This is an optimization exercise on Yosys and OpenROAD, whose aim is small area, a short achievable clock period and few clock cycles per item, not a production implementation.
RTL that was checked went through simulation tests only; none was proved equivalent to the original.

oak:
==> module div_datapath, before the edit <==
module div_datapath #(
    parameter int NW = 8
) (
    input  logic        clk,
    input  logic        load,
    input  logic        align,
    input  logic        step,
    input  logic [31:0] dividend,
    input  logic [31:0] divisor,
    output logic        last,
    output logic        none,
    output logic [31:0] quotient,
    output logic [31:0] remainder
);
    logic [31:0]   d;       
    logic          nar;     
    logic [31:0]   rem;     
    logic [31:0]   dq;      
    logic [4:0]    cnt;     
    function automatic logic [4:0] lead(input logic [31:0] x);
        logic [15:0] v1; logic [15:0]     p1;
        logic [7:0]  v2; logic [7:0][1:0] p2;
        logic [3:0]  v3; logic [3:0][2:0] p3;
        logic [1:0]  v4; logic [1:0][3:0] p4;
        for (int i = 0; i < 16; i++) begin
            v1[i] = x[2*i+1] | x[2*i];
            p1[i] = x[2*i+1];
        end
        for (int i = 0; i < 8; i++) begin
            v2[i] = v1[2*i+1] | v1[2*i];
            p2[i] = v1[2*i+1] ? {1'b1, p1[2*i+1]} : {1'b0, p1[2*i]};
        end
        for (int i = 0; i < 4; i++) begin
            v3[i] = v2[2*i+1] | v2[2*i];
            p3[i] = v2[2*i+1] ? {1'b1, p2[2*i+1]} : {1'b0, p2[2*i]};
        end
        for (int i = 0; i < 2; i++) begin
            v4[i] = v3[2*i+1] | v3[2*i];
            p4[i] = v3[2*i+1] ? {1'b1, p3[2*i+1]} : {1'b0, p3[2*i]};
        end
        lead = v4[1] ? {1'b1, p4[1]} : {1'b0, p4[0]};
    endfunction
    function automatic logic [31:0] smear(input logic [31:0] x);
        logic [31:0] t;
        t = x;
        t = t | (t >> 1);
        t = t | (t >> 2);
        t = t | (t >> 4);
        t = t | (t >> 8);
        t = t | (t >> 16);
        smear = t;
    endfunction
    function automatic logic [4:0] sub5(input logic [4:0] x, input logic [4:0] y);
        logic [4:0] g, p, c;
        g = x & ~y;                  
        p = x ^ ~y;                  
        c[0] = 1'b1;
        c[1] = g[0] | p[0];
        c[2] = g[1] | (p[1] & g[0]) | (p[1] & p[0]);
        c[3] = g[2] | (p[2] & g[1]) | (p[2] & p[1] & g[0]) | (p[2] & p[1] & p[0]);
        c[4] = g[3] | (p[3] & g[2]) | (p[3] & p[2] & g[1]) | (p[3] & p[2] & p[1] & g[0])
             | (p[3] & p[2] & p[1] & p[0]);
        sub5 = p ^ c;
    endfunction
    logic [4:0]  pa, pb, s;
    logic        bz;
    assign pa   = lead(dividend);
    assign pb   = lead(divisor);
    assign bz   = (divisor == 32'd0);
    assign none = bz | (|(divisor & ~smear(dividend)));
    assign s    = sub5(pa, pb);
    logic [4:0]  ss;
    assign ss = nar ? {cnt[4:1], 1'b1} : cnt;
    logic [31:0] rt [0:5];
    assign rt[0] = {rem[0], rem[31:1]};
    for (genvar i = 0; i < 5; i++) begin : g_rt
        assign rt[i+1] = ss[i] ? {rt[i][(1<<i)-1:0], rt[i][31:(1<<i)]} : rt[i];
    end
    logic [31:0] lowmask;
    assign lowmask = 32'h7FFF_FFFF >> ss;
    logic [32:0] rs;
    logic [33:0] diff;
    logic        qbit;
    assign rs   = {rem, dq[31]};
    assign diff = {1'b0, rs} - {2'b0, d};
    assign qbit = ~diff[33];
    logic [NW+1:0] nrs;
    logic [NW+2:0] e1, e2, e3;
    logic [1:0]    nq;
    logic [NW-1:0] nrem;
    logic [NW+1:0] d3;
    assign d3  = {2'b0, d[NW-1:0]} + {1'b0, d[NW-1:0], 1'b0};
    assign nrs = {rem[NW-1:0], dq[31:30]};
    assign e1  = {1'b0, nrs} - {3'b0, d[NW-1:0]};
    assign e2  = {1'b0, nrs} - {2'b0, d[NW-1:0], 1'b0};
    assign e3  = {1'b0, nrs} - {1'b0, d3};
    always_comb begin
        if (!e3[NW+2])      begin nq = 2'd3; nrem = e3[NW-1:0];  end
        else if (!e2[NW+2]) begin nq = 2'd2; nrem = e2[NW-1:0];  end
        else if (!e1[NW+2]) begin nq = 2'd1; nrem = e1[NW-1:0];  end
        else                begin nq = 2'd0; nrem = nrs[NW-1:0]; end
    end
    always_ff @(posedge clk) begin
        if (load) begin
            d   <= divisor;
            nar <= (divisor[31:NW] == '0);
            rem <= dividend;
            dq  <= {32{bz}};
            cnt <= s;
        end else if (align) begin
            rem <= rt[5] & lowmask;
            dq  <= rt[5] & ~lowmask;
            cnt <= nar ? {1'b0, ss[4:1]} : ss;
        end else if (step) begin
            if (nar) begin
                rem[NW-1:0] <= nrem;
                dq          <= {dq[29:0], nq};
            end else begin
                rem <= qbit ? diff[31:0] : rs[31:0];
                dq  <= {dq[30:0], qbit};
            end
            cnt <= cnt - 5'd1;
        end
    end
    assign last      = (cnt == 5'd0);
    assign quotient  = dq;
    assign remainder = rem;
endmodule
export LEC_CHECK = 0
export CAP_MARGIN = 20
export CORE_MARGIN = 2
export CORE_UTILIZATION = 40
export SLEW_MARGIN = 20
create_clock -name core_clock -period 4.0 [get_ports {clk}]
standard.sh (not shown) runs the stock make flow with config.mk's settings and CLKGATE_MAP_FILE= SYNTH_SCRIPT=/design/flow/synth_recipe.tcl, a recipe that flattens the netlist after the stock synthesis.
==> flow/flow/run.sh <==
#!/bin/bash
# The standard layout, with buf_2 cells (not the default delay buffers) as
# the port buffers. Everything else is the standard flow.
set -euo pipefail
export BUFFER_PORTS_ARGS="-buffer_cell sky130_fd_sc_hd__buf_2"
bash standard.sh > standard.log 2>&1
Testbench counts of oak, summed over its fixed seeds: cycles 16,103, items 3,200.
### oak -> pine
diff --git a/flow/design.v b/flow/design.v
--- a/flow/design.v
+++ b/flow/design.v
@@ -47,10 +47,11 @@
     output logic        none,
     output logic [31:0] quotient,
     output logic [31:0] remainder
 );
     logic [31:0]   d;       
+    logic [NW+1:0] d3;      
     logic          nar;     
     logic [31:0]   rem;     
     logic [31:0]   dq;      
     logic [4:0]    cnt;     
     function automatic logic [4:0] lead(input logic [31:0] x);
@@ -122,12 +123,10 @@
     assign qbit = ~diff[33];
     logic [NW+1:0] nrs;
     logic [NW+2:0] e1, e2, e3;
     logic [1:0]    nq;
     logic [NW-1:0] nrem;
-    logic [NW+1:0] d3;
-    assign d3  = {2'b0, d[NW-1:0]} + {1'b0, d[NW-1:0], 1'b0};
     assign nrs = {rem[NW-1:0], dq[31:30]};
     assign e1  = {1'b0, nrs} - {3'b0, d[NW-1:0]};
     assign e2  = {1'b0, nrs} - {2'b0, d[NW-1:0], 1'b0};
     assign e3  = {1'b0, nrs} - {1'b0, d3};
     always_comb begin
@@ -137,10 +136,11 @@
         else                begin nq = 2'd0; nrem = nrs[NW-1:0]; end
     end
     always_ff @(posedge clk) begin
         if (load) begin
             d   <= divisor;
+            d3  <= {2'b0, divisor[NW-1:0]} + {1'b0, divisor[NW-1:0], 1'b0};
             nar <= (divisor[31:NW] == '0);
             rem <= dividend;
             dq  <= {32{bz}};
             cnt <= s;
         end else if (align) begin
==> comparison <==
- Count of flip-flops with a built-in enable after synthesis for pine: 9 up relative to oak
- oak has higher worst setup slack after layout than pine.
- Between pine and oak, the fraction of standard cell area in multi-input logic is lower for pine.
- Looking only at routed wire length, and setting everything else aside, the lower value of pine and oak goes to oak.
- In the tables for pine and oak, area taken by multi-input logic gates reads lower with oak.
Testbench counts of pine, summed over its fixed seeds: cycles 16,103, items 3,200.

---

RTL: one of the versions met above, not the one the previous note started from.
Size: about 1,200 cells after synthesis, ~110 flip-flops, roughly 11,000 um2 of cells after synthesis.
==> module div_datapath, before the edit <==
module div_datapath #(
    parameter int NW = 8
) (
    input  logic        clk,
    input  logic        load,
    input  logic        align,
    input  logic        step,
    input  logic [31:0] dividend,
    input  logic [31:0] divisor,
    output logic        last,
    output logic        none,
    output logic [31:0] quotient,
    output logic [31:0] remainder
);
    logic [31:0]   d;       
    logic [NW+1:0] d3;      
    logic          nar;     
    logic [31:0]   rem;     
    logic [31:0]   dq;      
    logic [4:0]    cnt;     
    function automatic logic [4:0] lead(input logic [31:0] x);
        logic [15:0] v1; logic [15:0]     p1;
        logic [7:0]  v2; logic [7:0][1:0] p2;
        logic [3:0]  v3; logic [3:0][2:0] p3;
        logic [1:0]  v4; logic [1:0][3:0] p4;
        for (int i = 0; i < 16; i++) begin
            v1[i] = x[2*i+1] | x[2*i];
            p1[i] = x[2*i+1];
        end
        for (int i = 0; i < 8; i++) begin
            v2[i] = v1[2*i+1] | v1[2*i];
            p2[i] = v1[2*i+1] ? {1'b1, p1[2*i+1]} : {1'b0, p1[2*i]};
        end
        for (int i = 0; i < 4; i++) begin
            v3[i] = v2[2*i+1] | v2[2*i];
            p3[i] = v2[2*i+1] ? {1'b1, p2[2*i+1]} : {1'b0, p2[2*i]};
        end
        for (int i = 0; i < 2; i++) begin
            v4[i] = v3[2*i+1] | v3[2*i];
            p4[i] = v3[2*i+1] ? {1'b1, p3[2*i+1]} : {1'b0, p3[2*i]};
        end
        lead = v4[1] ? {1'b1, p4[1]} : {1'b0, p4[0]};
    endfunction
    function automatic logic [31:0] smear(input logic [31:0] x);
        logic [31:0] t;
        t = x;
        t = t | (t >> 1);
        t = t | (t >> 2);
        t = t | (t >> 4);
        t = t | (t >> 8);
        t = t | (t >> 16);
        smear = t;
    endfunction
    function automatic logic [4:0] sub5(input logic [4:0] x, input logic [4:0] y);
        logic [4:0] g, p, c;
        g = x & ~y;                  
        p = x ^ ~y;                  
        c[0] = 1'b1;
        c[1] = g[0] | p[0];
        c[2] = g[1] | (p[1] & g[0]) | (p[1] & p[0]);
        c[3] = g[2] | (p[2] & g[1]) | (p[2] & p[1] & g[0]) | (p[2] & p[1] & p[0]);
        c[4] = g[3] | (p[3] & g[2]) | (p[3] & p[2] & g[1]) | (p[3] & p[2] & p[1] & g[0])
             | (p[3] & p[2] & p[1] & p[0]);
        sub5 = p ^ c;
    endfunction
    logic [4:0]  pa, pb, s;
    logic        bz;
    assign pa   = lead(dividend);
    assign pb   = lead(divisor);
    assign bz   = (divisor == 32'd0);
    assign none = bz | (|(divisor & ~smear(dividend)));
    assign s    = sub5(pa, pb);
    logic [4:0]  ss;
    assign ss = nar ? {cnt[4:1], 1'b1} : cnt;
    logic [31:0] rt [0:5];
    assign rt[0] = {rem[0], rem[31:1]};
    for (genvar i = 0; i < 5; i++) begin : g_rt
        assign rt[i+1] = ss[i] ? {rt[i][(1<<i)-1:0], rt[i][31:(1<<i)]} : rt[i];
    end
    logic [31:0] lowmask;
    assign lowmask = 32'h7FFF_FFFF >> ss;
    logic [32:0] rs;
    logic [33:0] diff;
    logic        qbit;
    assign rs   = {rem, dq[31]};
    assign diff = {1'b0, rs} - {2'b0, d};
    assign qbit = ~diff[33];
    logic [NW+1:0] nrs;
    logic [NW+2:0] e1, e2, e3;
    logic [1:0]    nq;
    logic [NW-1:0] nrem;
    assign nrs = {rem[NW-1:0], dq[31:30]};
    assign e1  = {1'b0, nrs} - {3'b0, d[NW-1:0]};
    assign e2  = {1'b0, nrs} - {2'b0, d[NW-1:0], 1'b0};
    assign e3  = {1'b0, nrs} - {1'b0, d3};
    always_comb begin
        if (!e3[NW+2])      begin nq = 2'd3; nrem = e3[NW-1:0];  end
        else if (!e2[NW+2]) begin nq = 2'd2; nrem = e2[NW-1:0];  end
        else if (!e1[NW+2]) begin nq = 2'd1; nrem = e1[NW-1:0];  end
        else                begin nq = 2'd0; nrem = nrs[NW-1:0]; end
    end
    always_ff @(posedge clk) begin
        if (load) begin
            d   <= divisor;
            d3  <= {2'b0, divisor[NW-1:0]} + {1'b0, divisor[NW-1:0], 1'b0};
            nar <= (divisor[31:NW] == '0);
            rem <= dividend;
            dq  <= {32{bz}};
            cnt <= s;
        end else if (align) begin
            rem <= rt[5] & lowmask;
            dq  <= rt[5] & ~lowmask;
            cnt <= nar ? {1'b0, ss[4:1]} : ss;
        end else if (step) begin
            if (nar) begin
                rem[NW-1:0] <= nrem;
                dq          <= {dq[29:0], nq};
            end else begin
                rem <= qbit ? diff[31:0] : rs[31:0];
                dq  <= {dq[30:0], qbit};
            end
            cnt <= cnt - 5'd1;
        end
    end
    assign last      = (cnt == 5'd0);
    assign quotient  = dq;
    assign remainder = rem;
endmodule
==> flow/config.mk <==
export PLATFORM = sky130hd
export DESIGN_NAME = div_iterative
export DESIGN_NICKNAME = div_iterative
export VERILOG_FILES = /design/flow/design.v
export SDC_FILE = /design/flow/constraint.sdc
export NUM_CORES = 4
export LEC_CHECK = 0
export CAP_MARGIN = 20
export CORE_MARGIN = 2
export CORE_UTILIZATION = 40
export SLEW_MARGIN = 20
==> flow/constraint.sdc <==
create_clock -name core_clock -period 4.0 [get_ports {clk}]
set_input_delay 0.8000 -clock core_clock [delete_from_list [all_inputs] [get_ports {clk}]]
set_output_delay 0.8000 -clock core_clock [all_outputs]
set_load 0.01 [all_outputs]
==> flow/flow/run.sh <==
#!/bin/bash
# The standard layout, with buf_2 cells (not the default delay buffers) as
# the port buffers, and without mapping adders to full/half-adder cells
# before ABC. Everything else is the standard flow.
set -euo pipefail
export BUFFER_PORTS_ARGS="-buffer_cell sky130_fd_sc_hd__buf_2"
export ADDER_MAP_FILE=
bash standard.sh > standard.log 2>&1
Testbench counts at the start, summed over its fixed seeds: cycles 16,103, items 3,200.
Rerun with:
--- a/flow/design.v
+++ b/flow/design.v
@@ -46,13 +46,12 @@
     output logic        last,
     output logic        none,
     output logic [31:0] quotient,
     output logic [31:0] remainder
 );
     logic [31:0]   d;       
-    logic [NW+1:0] d3;      
     logic          nar;     
     logic [31:0]   rem;     
     logic [31:0]   dq;      
     logic [4:0]    cnt;     
     function automatic logic [4:0] lead(input logic [31:0] x);
         logic [15:0] v1; logic [15:0]     p1;
@@ -122,12 +121,14 @@
     assign diff = {1'b0, rs} - {2'b0, d};
     assign qbit = ~diff[33];
     logic [NW+1:0] nrs;
     logic [NW+2:0] e1, e2, e3;
     logic [1:0]    nq;
     logic [NW-1:0] nrem;
+    logic [NW+1:0] d3;
+    assign d3  = {2'b0, d[NW-1:0]} + {1'b0, d[NW-1:0], 1'b0};
     assign nrs = {rem[NW-1:0], dq[31:30]};
     assign e1  = {1'b0, nrs} - {3'b0, d[NW-1:0]};
     assign e2  = {1'b0, nrs} - {2'b0, d[NW-1:0], 1'b0};
     assign e3  = {1'b0, nrs} - {1'b0, d3};
     always_comb begin
         if (!e3[NW+2])      begin nq = 2'd3; nrem = e3[NW-1:0];  end
@@ -135,13 +136,12 @@
         else if (!e1[NW+2]) begin nq = 2'd1; nrem = e1[NW-1:0];  end
         else                begin nq = 2'd0; nrem = nrs[NW-1:0]; end
     end
     always_ff @(posedge clk) begin
         if (load) begin
             d   <= divisor;
-            d3  <= {2'b0, divisor[NW-1:0]} + {1'b0, divisor[NW-1:0], 1'b0};
             nar <= (divisor[31:NW] == '0);
             rem <= dividend;
             dq  <= {32{bz}};
             cnt <= s;
         end else if (align) begin
             rem <= rt[5] & lowmask;
Outcome: The new run finished with timing, DRC and antenna clean; via count climbs by 19%; hold slack gains 0.051 ns; wire length climbs by 19%; clock-buffer cell count drops by 10; first-iteration DRC count climbs by 30%.
Testbench counts after the change, summed over its fixed seeds: cycles 16,103, items 3,200.

---

Setup of JK:
The RTL this note starts from:
==> flow/design.v <==
module div_control (
    input  logic       clk,
    input  logic       rst_n,
    input  logic       valid_in,
    input  logic       ready_in,
    input  logic       last,      
    input  logic       neg,       
    input  logic       none,      
    output logic       load,
    output logic       align,
    output logic       step,
    output logic       fix,
    output logic       ready_out,
    output logic       valid_out
);
    localparam logic [2:0] IDLE = 3'd0, ALIGN = 3'd1, ITER = 3'd2, DONE = 3'd3, FIX = 3'd4;
    logic [2:0] state, next_state;
    always_ff @(posedge clk or negedge rst_n) begin
        if (!rst_n)
            state <= IDLE;
        else
            state <= next_state;
    end
    assign ready_out = (state == IDLE) || ((state == DONE) && ready_in);
    assign load      = ready_out && valid_in;
    assign align     = (state == ALIGN);
    assign step      = (state == ITER);
    assign fix       = state[2];
    assign valid_out = (state == DONE);
    always_comb begin
        next_state = state;
        case (state)
            IDLE:    if (valid_in) next_state = none ? DONE : ALIGN;
            ALIGN:   next_state = ITER;
            ITER:    if (last) next_state = neg ? FIX : DONE;
            FIX:     next_state = DONE;
            DONE:    if (ready_in) next_state = valid_in ? (none ? DONE : ALIGN) : IDLE;
            default: next_state = IDLE;
        endcase
    end
endmodule
module div_datapath #(
    parameter int NW = 8
) (
    input  logic        clk,
    input  logic        load,
    input  logic        align,
    input  logic        step,
    input  logic        fix,
    input  logic [31:0] dividend,
    input  logic [31:0] divisor,
    output logic        last,
    output logic        neg,
    output logic        none,
    output logic [31:0] quotient,
    output logic [31:0] remainder
);
    logic [31:0]   d;       
    logic [NW+1:0] d3;      
    logic          nar;     
    logic [32:0]   rem;     
    logic [31:0]   dq;      
    logic [4:0]    cnt;     
    logic [4:0]    pbr;     
    function automatic logic [4:0] lead(input logic [31:0] x);
        logic [15:0] v1; logic [15:0]     p1;
        logic [7:0]  v2; logic [7:0][1:0] p2;
        logic [3:0]  v3; logic [3:0][2:0] p3;
        logic [1:0]  v4; logic [1:0][3:0] p4;
        for (int i = 0; i < 16; i++) begin
            v1[i] = x[2*i+1] | x[2*i];
            p1[i] = x[2*i+1];
        end
        for (int i = 0; i < 8; i++) begin
            v2[i] = v1[2*i+1] | v1[2*i];
            p2[i] = v1[2*i+1] ? {1'b1, p1[2*i+1]} : {1'b0, p1[2*i]};
        end
        for (int i = 0; i < 4; i++) begin
            v3[i] = v2[2*i+1] | v2[2*i];
            p3[i] = v2[2*i+1] ? {1'b1, p2[2*i+1]} : {1'b0, p2[2*i]};
        end
        for (int i = 0; i < 2; i++) begin
            v4[i] = v3[2*i+1] | v3[2*i];
            p4[i] = v3[2*i+1] ? {1'b1, p3[2*i+1]} : {1'b0, p3[2*i]};
        end
        lead = v4[1] ? {1'b1, p4[1]} : {1'b0, p4[0]};
    endfunction
    function automatic logic [31:0] smear(input logic [31:0] x);
        logic [31:0] t;
        t = x;
        t = t | (t >> 1);
        t = t | (t >> 2);
        t = t | (t >> 4);
        t = t | (t >> 8);
        t = t | (t >> 16);
        smear = t;
    endfunction
    function automatic logic [4:0] sub5(input logic [4:0] x, input logic [4:0] y);
        logic [4:0] g, p, c;
        g = x & ~y;                  
        p = x ^ ~y;                  
        c[0] = 1'b1;
        c[1] = g[0] | p[0];
        c[2] = g[1] | (p[1] & g[0]) | (p[1] & p[0]);
        c[3] = g[2] | (p[2] & g[1]) | (p[2] & p[1] & g[0]) | (p[2] & p[1] & p[0]);
        c[4] = g[3] | (p[3] & g[2]) | (p[3] & p[2] & g[1]) | (p[3] & p[2] & p[1] & g[0])
             | (p[3] & p[2] & p[1] & p[0]);
        sub5 = p ^ c;
    endfunction
    logic [4:0]  pa, pb, s;
    logic        bz;
    assign pa   = lead(dividend);
    assign pb   = lead(divisor);
    assign bz   = (divisor == 32'd0);
    assign none = bz | (|(divisor & ~smear(dividend)));
    assign s    = sub5(cnt, pbr);
    logic [4:0]  ss;
    assign ss = nar ? {s[4:1], 1'b1} : s;
    logic [31:0] rt [0:5];
    assign rt[0] = {rem[0], rem[31:1]};
    for (genvar i = 0; i < 5; i++) begin : g_rt
        assign rt[i+1] = ss[i] ? {rt[i][(1<<i)-1:0], rt[i][31:(1<<i)]} : rt[i];
    end
    logic [31:0] lowmask;
    assign lowmask = 32'h7FFF_FFFF >> ss;
    logic [33:0] x, sum;
    logic        sub;
    assign x    = fix ? {rem[32], rem} : {rem, dq[31]};
    assign sub  = ~rem[32];          
    assign sum  = x + ({2'b0, d} ^ {34{sub}}) + {33'd0, sub};
    assign neg  = sum[32] & ~nar;
    logic [NW+1:0] nrs;
    logic [NW+2:0] e1, e2, e3;
    logic [1:0]    nq;
    logic [NW-1:0] nrem;
    assign nrs = {rem[NW-1:0], dq[31:30]};
    assign e1  = {1'b0, nrs} - {3'b0, d[NW-1:0]};
    assign e2  = {1'b0, nrs} - {2'b0, d[NW-1:0], 1'b0};
    assign e3  = {1'b0, nrs} - {1'b0, d3};
    always_comb begin
        if (!e3[NW+2])      begin nq = 2'd3; nrem = e3[NW-1:0];  end
        else if (!e2[NW+2]) begin nq = 2'd2; nrem = e2[NW-1:0];  end
        else if (!e1[NW+2]) begin nq = 2'd1; nrem = e1[NW-1:0];  end
        else                begin nq = 2'd0; nrem = nrs[NW-1:0]; end
    end
    always_ff @(posedge clk) begin
        if (load) begin
            d   <= divisor;
            d3  <= {2'b0, divisor[NW-1:0]} + {1'b0, divisor[NW-1:0], 1'b0};
            nar <= (divisor[31:NW] == '0);
            rem <= {1'b0, dividend};
            dq  <= {32{bz}};
            cnt <= pa;
            pbr <= pb;
        end else if (align) begin
            rem <= {1'b0, rt[5] & lowmask};
            dq  <= rt[5] & ~lowmask;
            cnt <= nar ? {1'b0, ss[4:1]} : ss;
        end else if (step) begin
            if (nar) begin
                rem[NW-1:0] <= nrem;
                dq          <= {dq[29:0], nq};
            end else begin
                rem <= sum[32:0];
                dq  <= {dq[30:0], ~sum[32]};
            end
            cnt <= cnt - 5'd1;
        end else if (fix) begin
            rem <= sum[32:0];
        end
    end
    assign last      = (cnt == 5'd0);
    assign quotient  = dq;
    assign remainder = rem[31:0];
endmodule
module div_iterative (
    input  logic        clk,
    input  logic        rst_n,
    input  logic        valid_in,
    output logic        ready_out,
    input  logic [31:0] dividend,
    input  logic [31:0] divisor,
    output logic        valid_out,
    input  logic        ready_in,
    output logic [31:0] quotient,
    output logic [31:0] remainder
);
    logic load;
    logic align;
    logic step;
    logic fix;
    logic last;
    logic neg;
    logic none;
    div_control ctrl (
        .clk       (clk),
        .rst_n     (rst_n),
        .valid_in  (valid_in),
        .ready_in  (ready_in),
        .last      (last),
        .neg       (neg),
        .none      (none),
        .load      (load),
        .align     (align),
        .step      (step),
        .fix       (fix),
        .ready_out (ready_out),
        .valid_out (valid_out)
    );
    div_datapath data (
        .clk       (clk),
        .load      (load),
        .align     (align),
        .step      (step),
        .fix       (fix),
        .dividend  (dividend),
        .divisor   (divisor),
        .last      (last),
        .neg       (neg),
        .none      (none),
        .quotient  (quotient),
        .remainder (remainder)
    );
endmodule
==> flow/config.mk <==
export PLATFORM = sky130hd
export DESIGN_NAME = div_iterative
export DESIGN_NICKNAME = div_iterative
export VERILOG_FILES = /design/flow/design.v
export SDC_FILE = /design/flow/constraint.sdc
export NUM_CORES = 4
export LEC_CHECK = 0
export CAP_MARGIN = 20
export CORE_MARGIN = 2
export CORE_UTILIZATION = 40
export SLEW_MARGIN = 20
==> flow/constraint.sdc <==
create_clock -name core_clock -period 4.0 [get_ports {clk}]
set_input_delay 0.8000 -clock core_clock [delete_from_list [all_inputs] [get_ports {clk}]]
set_output_delay 0.8000 -clock core_clock [all_outputs]
set_load 0.01 [all_outputs]
run.sh (not shown) runs the stock make flow with config.mk's settings and CLKGATE_MAP_FILE= SYNTH_SCRIPT=/design/flow/synth_recipe.tcl, a recipe that flattens the netlist after the stock synthesis.
Stock flow here: none of the scripts above is used.
#### Input delta (MS over JK)
diff --git a/flow/design.v b/flow/design.v
--- a/flow/design.v
+++ b/flow/design.v
@@ -5,15 +5,13 @@
     input  logic       ready_in,
     input  logic       last,      
-    input  logic       neg,       
     input  logic       none,      
     output logic       load,
     output logic       align,
     output logic       step,
-    output logic       fix,
     output logic       ready_out,
     output logic       valid_out
 );
-    localparam logic [2:0] IDLE = 3'd0, ALIGN = 3'd1, ITER = 3'd2, DONE = 3'd3, FIX = 3'd4;
-    logic [2:0] state, next_state;
+    localparam logic [1:0] IDLE = 2'd0, ALIGN = 2'd1, ITER = 2'd2, DONE = 2'd3;
+    logic [1:0] state, next_state;
     always_ff @(posedge clk or negedge rst_n) begin
         if (!rst_n)
@@ -26,15 +24,12 @@
     assign align     = (state == ALIGN);
     assign step      = (state == ITER);
-    assign fix       = state[2];
     assign valid_out = (state == DONE);
     always_comb begin
         next_state = state;
         case (state)
-            IDLE:    if (valid_in) next_state = none ? DONE : ALIGN;
-            ALIGN:   next_state = ITER;
-            ITER:    if (last) next_state = neg ? FIX : DONE;
-            FIX:     next_state = DONE;
-            DONE:    if (ready_in) next_state = valid_in ? (none ? DONE : ALIGN) : IDLE;
-            default: next_state = IDLE;
+            IDLE:  if (valid_in) next_state = none ? DONE : ALIGN;
+            ALIGN: next_state = ITER;
+            ITER:  if (last) next_state = DONE;
+            DONE:  if (ready_in) next_state = valid_in ? (none ? DONE : ALIGN) : IDLE;
         endcase
     end
@@ -47,9 +42,7 @@
     input  logic        align,
     input  logic        step,
-    input  logic        fix,
     input  logic [31:0] dividend,
     input  logic [31:0] divisor,
     output logic        last,
-    output logic        neg,
     output logic        none,
     output logic [31:0] quotient,
@@ -59,8 +52,7 @@
     logic [NW+1:0] d3;      
     logic          nar;     
-    logic [32:0]   rem;     
+    logic [31:0]   rem;     
     logic [31:0]   dq;      
     logic [4:0]    cnt;     
-    logic [4:0]    pbr;     
     function automatic logic [4:0] lead(input logic [31:0] x);
         logic [15:0] v1; logic [15:0]     p1;
@@ -114,7 +106,7 @@
     assign bz   = (divisor == 32'd0);
     assign none = bz | (|(divisor & ~smear(dividend)));
-    assign s    = sub5(cnt, pbr);
+    assign s    = sub5(pa, pb);
     logic [4:0]  ss;
-    assign ss = nar ? {s[4:1], 1'b1} : s;
+    assign ss = nar ? {cnt[4:1], 1'b1} : cnt;
     logic [31:0] rt [0:5];
     assign rt[0] = {rem[0], rem[31:1]};
@@ -124,10 +116,10 @@
     logic [31:0] lowmask;
     assign lowmask = 32'h7FFF_FFFF >> ss;
-    logic [33:0] x, sum;
-    logic        sub;
-    assign x    = fix ? {rem[32], rem} : {rem, dq[31]};
-    assign sub  = ~rem[32];          
-    assign sum  = x + ({2'b0, d} ^ {34{sub}}) + {33'd0, sub};
-    assign neg  = sum[32] & ~nar;
+    logic [32:0] rs;
+    logic [33:0] diff;
+    logic        qbit;
+    assign rs   = {rem, dq[31]};
+    assign diff = {1'b0, rs} - {2'b0, d};
+    assign qbit = ~diff[33];
     logic [NW+1:0] nrs;
     logic [NW+2:0] e1, e2, e3;
@@ -149,10 +141,9 @@
             d3  <= {2'b0, divisor[NW-1:0]} + {1'b0, divisor[NW-1:0], 1'b0};
             nar <= (divisor[31:NW] == '0);
-            rem <= {1'b0, dividend};
+            rem <= dividend;
             dq  <= {32{bz}};
-            cnt <= pa;
-            pbr <= pb;
+            cnt <= s;
         end else if (align) begin
-            rem <= {1'b0, rt[5] & lowmask};
+            rem <= rt[5] & lowmask;
             dq  <= rt[5] & ~lowmask;
             cnt <= nar ? {1'b0, ss[4:1]} : ss;
@@ -162,15 +153,13 @@
                 dq          <= {dq[29:0], nq};
             end else begin
-                rem <= sum[32:0];
-                dq  <= {dq[30:0], ~sum[32]};
+                rem <= qbit ? diff[31:0] : rs[31:0];
+                dq  <= {dq[30:0], qbit};
             end
             cnt <= cnt - 5'd1;
-        end else if (fix) begin
-            rem <= sum[32:0];
         end
     end
     assign last      = (cnt == 5'd0);
     assign quotient  = dq;
-    assign remainder = rem[31:0];
+    assign remainder = rem;
 endmodule
 module div_iterative (
@@ -189,7 +178,5 @@
     logic align;
     logic step;
-    logic fix;
     logic last;
-    logic neg;
     logic none;
     div_control ctrl (
@@ -199,10 +186,8 @@
         .ready_in  (ready_in),
         .last      (last),
-        .neg       (neg),
         .none      (none),
         .load      (load),
         .align     (align),
         .step      (step),
-        .fix       (fix),
         .ready_out (ready_out),
         .valid_out (valid_out)
@@ -213,9 +198,7 @@
         .align     (align),
         .step      (step),
-        .fix       (fix),
         .dividend  (dividend),
         .divisor   (divisor),
         .last      (last),
-        .neg       (neg),
         .none      (none),
         .quotient  (quotient),
Findings:
- Between JK and MS, the net count of the mapped netlist is lower for MS.
- Higher post-synthesis share of cell area spent on and, or, nand and nor gates among JK and MS: JK
- Changes observed in MS relative to JK: number of cell instances on the worst register-to-register path went up 1; inverter count went up 16; largest driver fanout on the critical path went down 38.
Testbench counts of MS, summed over its fixed seeds: cycles 16,103, items 3,200.
The RTL of JK was laid out without a check of its function.

[what the ideal ports hide]
How much do the figures lean on ideal ports? The routed layouts below were timed once more, with nothing changed but the port constraints. Step 1 sets driving cells, clkbuf_16 on the clock port and buf_2 on the other inputs (assumed; they add their load-dependent delay and slew). Step 2 moves the port delays by t, midway between the first and last clock arrival at a register: inputs arrive t later, outputs are due t later. That takes back most of the time a late clock gives input paths. Three values: ideal ports, drivers, drivers and shift; two values: the first two.
run | t (ns) | setup slack, ns | worst setup path at the end | clock arrival spread, ns | worst data-port slew with drivers (ns)
oak | 0.415 | 0.405 / 0.431 / 0.020 | input to register | 0.013 / 0.014 | 0.04
pine | 0.474 | 0.282 / 0.312 / -0.162 | input to register | 0.014 / 0.014 | 0.06
the first run of note 2 | 0.473 | 0.217 / 0.217 / -0.100 | input to register | 0.013 / 0.013 | 0.04
the second run of note 2 | 0.415 | 0.304 / 0.304 / 0.304 | register to register | 0.010 / 0.010 | 0.04
JK | 0.472 | 0.314 / 0.314 / 0.302 | input to register | 0.010 / 0.009 | 0.05
MS | 0.475 | 0.272 / 0.272 / -0.172 | input to register | 0.011 / 0.012 | 0.04
Met with ideal ports but missed after step 2: setup timing in pine, the first run of note 2 and MS.
